From an optimization exercise on the open Yosys and OpenROAD flow, aimed at small area and few clock cycles per item; shortcuts taken in it are not production practice.
RTL that was checked went through simulation tests only; none was proved equivalent to the original.

==> flow/design.v (excerpt) <==
module md5_pipe (
    input          clk,
    input          rst_n,       
    input          in_valid,
    output         in_ready,
    input  [63:0]  msg,         
    output         out_valid,
    output [127:0] hash,        
    output [63:0]  out_msg      
);
Size in the first run: roughly 34000 cells after synthesis, roughly 6100 flip-flops, ~330000 sq um of cells after synthesis.
clock: 12.5 ns
lec_check: 0
cap_margin: 5
core_margin: 2
core_utilization: 50
slew_margin: 5
run.sh (not shown) runs the stock make flow with config.mk's settings and CLKGATE_MAP_FILE= SYNTH_SCRIPT=/design/flow/synth_recipe.tcl, a recipe that flattens the netlist after the stock synthesis.
The starting point finished clean.
Testbench counts at the start, summed over its fixed seeds: cycles 6,192, items 6,000.
Then changed:
Settings changed: CAP_MARGIN 5 to 20, CTS_BUF_LIST from default to sky130_fd_sc_hd__clkbuf_8, CTS_CLUSTER_DIAMETER from default to 60, CTS_CLUSTER_SIZE from default to 16, SLEW_MARGIN 5 to 20.
What happened: The new run produced a clean layout; setup slack is better by 0.092 ns; core utilization goes down by 1.6 points; cell count goes down by 0.61%; count of clock-buffer cells in the layout goes down by 250; first-iteration DRC count goes up by 2.3%; non-clock buffer count goes down by 1.
Then changed:
Settings changed: GPL_TIMING_DRIVEN from default to 0.
The changed run passed the timing, DRC and antenna checks.
Fmax drops by 0.87%.
Die area is unchanged.
Synthesized area stays the same.
Non-clock buffer count goes down by 1078.
Register-to-register slack loses 0.11 ns.
Flip-flop and latch count is unchanged.
Worst setup slack got worse by 0.11 ns.
Global-route usage drops by 1.7 points.
Clock-buffer cell count rose by 13.
Then changed:
Settings changed: CTS_BUF_LIST sky130_fd_sc_hd__clkbuf_8 to default, CTS_CLUSTER_DIAMETER 60 to default, CTS_CLUSTER_SIZE 16 to default, GPL_TIMING_DRIVEN 0 to default.
The changed run passed the timing, DRC and antenna checks.
Routed wire length rises by a few percent.
Synthesized area does not change.
Critical path depth rises by 5.
Fmax rises slightly.

========
Setup of run 1:
Another version of the RTL of md5_pipe (not shown whole).
Size in the first run: roughly 40,000 cells after synthesis, roughly 5,000 flip-flops, roughly 260 I/O pins.
clock: 12.5 ns
lec_check: 0
cap_margin: 20
core_margin: 2
core_utilization: 50
cts_buf_list: sky130_fd_sc_hd__clkbuf_16
cts_cluster_diameter: 100
cts_cluster_size: 24
gpl_timing_driven: 0
slew_margin: 20
standard.sh (not shown) runs the stock make flow with config.mk's settings and CLKGATE_MAP_FILE= SYNTH_SCRIPT=/design/flow/synth_recipe.tcl, a recipe that flattens the netlist after the stock synthesis.
==> flow/flow/run.sh <==
#!/bin/bash
# Own layout flow: the standard ORFS flow (standard.sh, all steps from
# synthesis to the final layout), with one change: synthesis maps the logic
# with the ABC script in flow/abc.script instead of ORFS's abc_speed.script.
# Yosys, register mapping, flattening and renaming are the standard flow's own
# (synth_recipe.tcl), so the registers are the standard synthesis's.
set -euo pipefail
W=$PWD
rm -rf "$W/scripts_mod"
cp -r "$FLOW_HOME/scripts" "$W/scripts_mod"
cp "$W/flow/abc.script" "$W/scripts_mod/abc_speed.script"
bash "$W/standard.sh" SCRIPTS_DIR="$W/scripts_mod" SYNTH_ARGS=-noabc ADDER_MAP_FILE= "CTS_ARGS=-sink_clustering_enable -repair_clock_nets -dont_use_dummy_load -buf_list sky130_fd_sc_hd__clkbuf_8 -sink_clustering_size 15 -sink_clustering_max_diameter 70" finish > "$W/orfs_make.log" 2>&1
==> flow/flow/abc.script <==
strash
dc2
dch
amap
buffer -c
topo
stime -c
upsize -c
dnsize -c
Although run 1 finished all stages, its layout failed final checks on negative setup slack.
Relative to run 1, the following input files were edited for run 2:
--- a/flow/flow/abc.script
+++ b/flow/flow/abc.script
@@ -2 +1,0 @@
-dc2
--- outcome ---
Summary of run 2 over run 1: setup slack now sits higher; via count now sits higher; global-route usage now sits higher; placeable core region now sits higher. Relative to run 1, wire length increased by 120,000 µm in run 2. Run 2 ended up with a higher worst setup slack before clock tree synthesis than run 1 did. Sum of met3 wire segment lengths after detailed routing, run 2 and run 1, lower one = run 1. Min global-route wire length before repair across run 2 and run 1: run 1. Run 2 vs run 1 — clock buffer count climbed by a few percent. Run 2: depth of the worst register-to-register path is 51% lower than what run 1 reported. The flow for run 1 finished, though final verification flagged negative setup slack. Run 2 completed end to end; final checks failed (negative setup slack). Run 2 ends up with lower total buffers and inverters traversed by the critical path than run 1 does.
### run 2 -> run 3
==> flow/flow/abc.script <==
&get -n
&st
&dch
&nf -R 40
&put
buffer -c
topo
stime -c
upsize -c
dnsize -c
Run 2 finished every stage; the final checks, however, were not passed, the failures being negative setup slack. Run 3 completed every stage of the flow, and the final layout passed the timing, DRC and antenna checks. Relative to run 2, last weighted congestion value of the routability-driven placer has decreased by 0.037 in run 3. Run 3 vs run 2: number of library cell types mapped by synthesis up in run 3. As of run 3, number of global-route vias before repair had fallen by more than 10% compared to run 2. Run 2 and run 3 ended up with nearly the same data required time at the worst endpoint. Met1 layer usage reported by global route: higher on run 2.
No run of this note included a check of the RTL's function; only the layout flow was run.

-- what the ideal ports hide --
In the flow no input, the clock included, has a driving cell. The finished layouts below were timed again as built, in two steps. Step 1, drivers: a clkbuf_16 drives clk and a buf_2 each remaining input, both assumed. Step 2 moves the port delays by t, midway between the first and last clock arrival at a register: inputs arrive t later, outputs are due t later. That takes back most of the time a late clock gives input paths. Three values: ideal, step 1, step 2; two values: the first two.
run | shift t [ns] | setup WS [ns] | worst setup path after step 2 | slew at the worst register clock pin (ns) | pins driven straight from the clock port
the first run of note 1 | 1.260 | 0.307 / 0.307 / 0.307 | register to register | 0.07 / 0.07 | 1
the second run of note 1 | 1.464 | 0.399 / 0.399 / 0.399 | register to register | 0.11 / 0.11 | 1
the third run of note 1 | 1.453 | 0.293 / 0.293 / 0.293 | register to register | 0.11 / 0.11 | 1
the fourth run of note 1 | 1.268 | 0.378 / 0.378 / 0.378 | register to register | 0.07 / 0.07 | 1
run 1 | 1.343 | -5.186 / -5.186 / -5.186 | register to register | 0.11 / 0.11 | 1
run 2 | 1.365 | -0.034 / 0.053 / -1.312 | input to register | 0.11 / 0.11 | 1
run 3 | 1.381 | 0.441 / 0.455 / -0.834 | input to register | 0.11 / 0.11 | 1
With both steps, setup timing fails in run 3, where it was met with ideal ports. For run 2, which loses most, drivers alone change the setup slack by +0.087 ns; drivers and shift together by -1.278 ns.
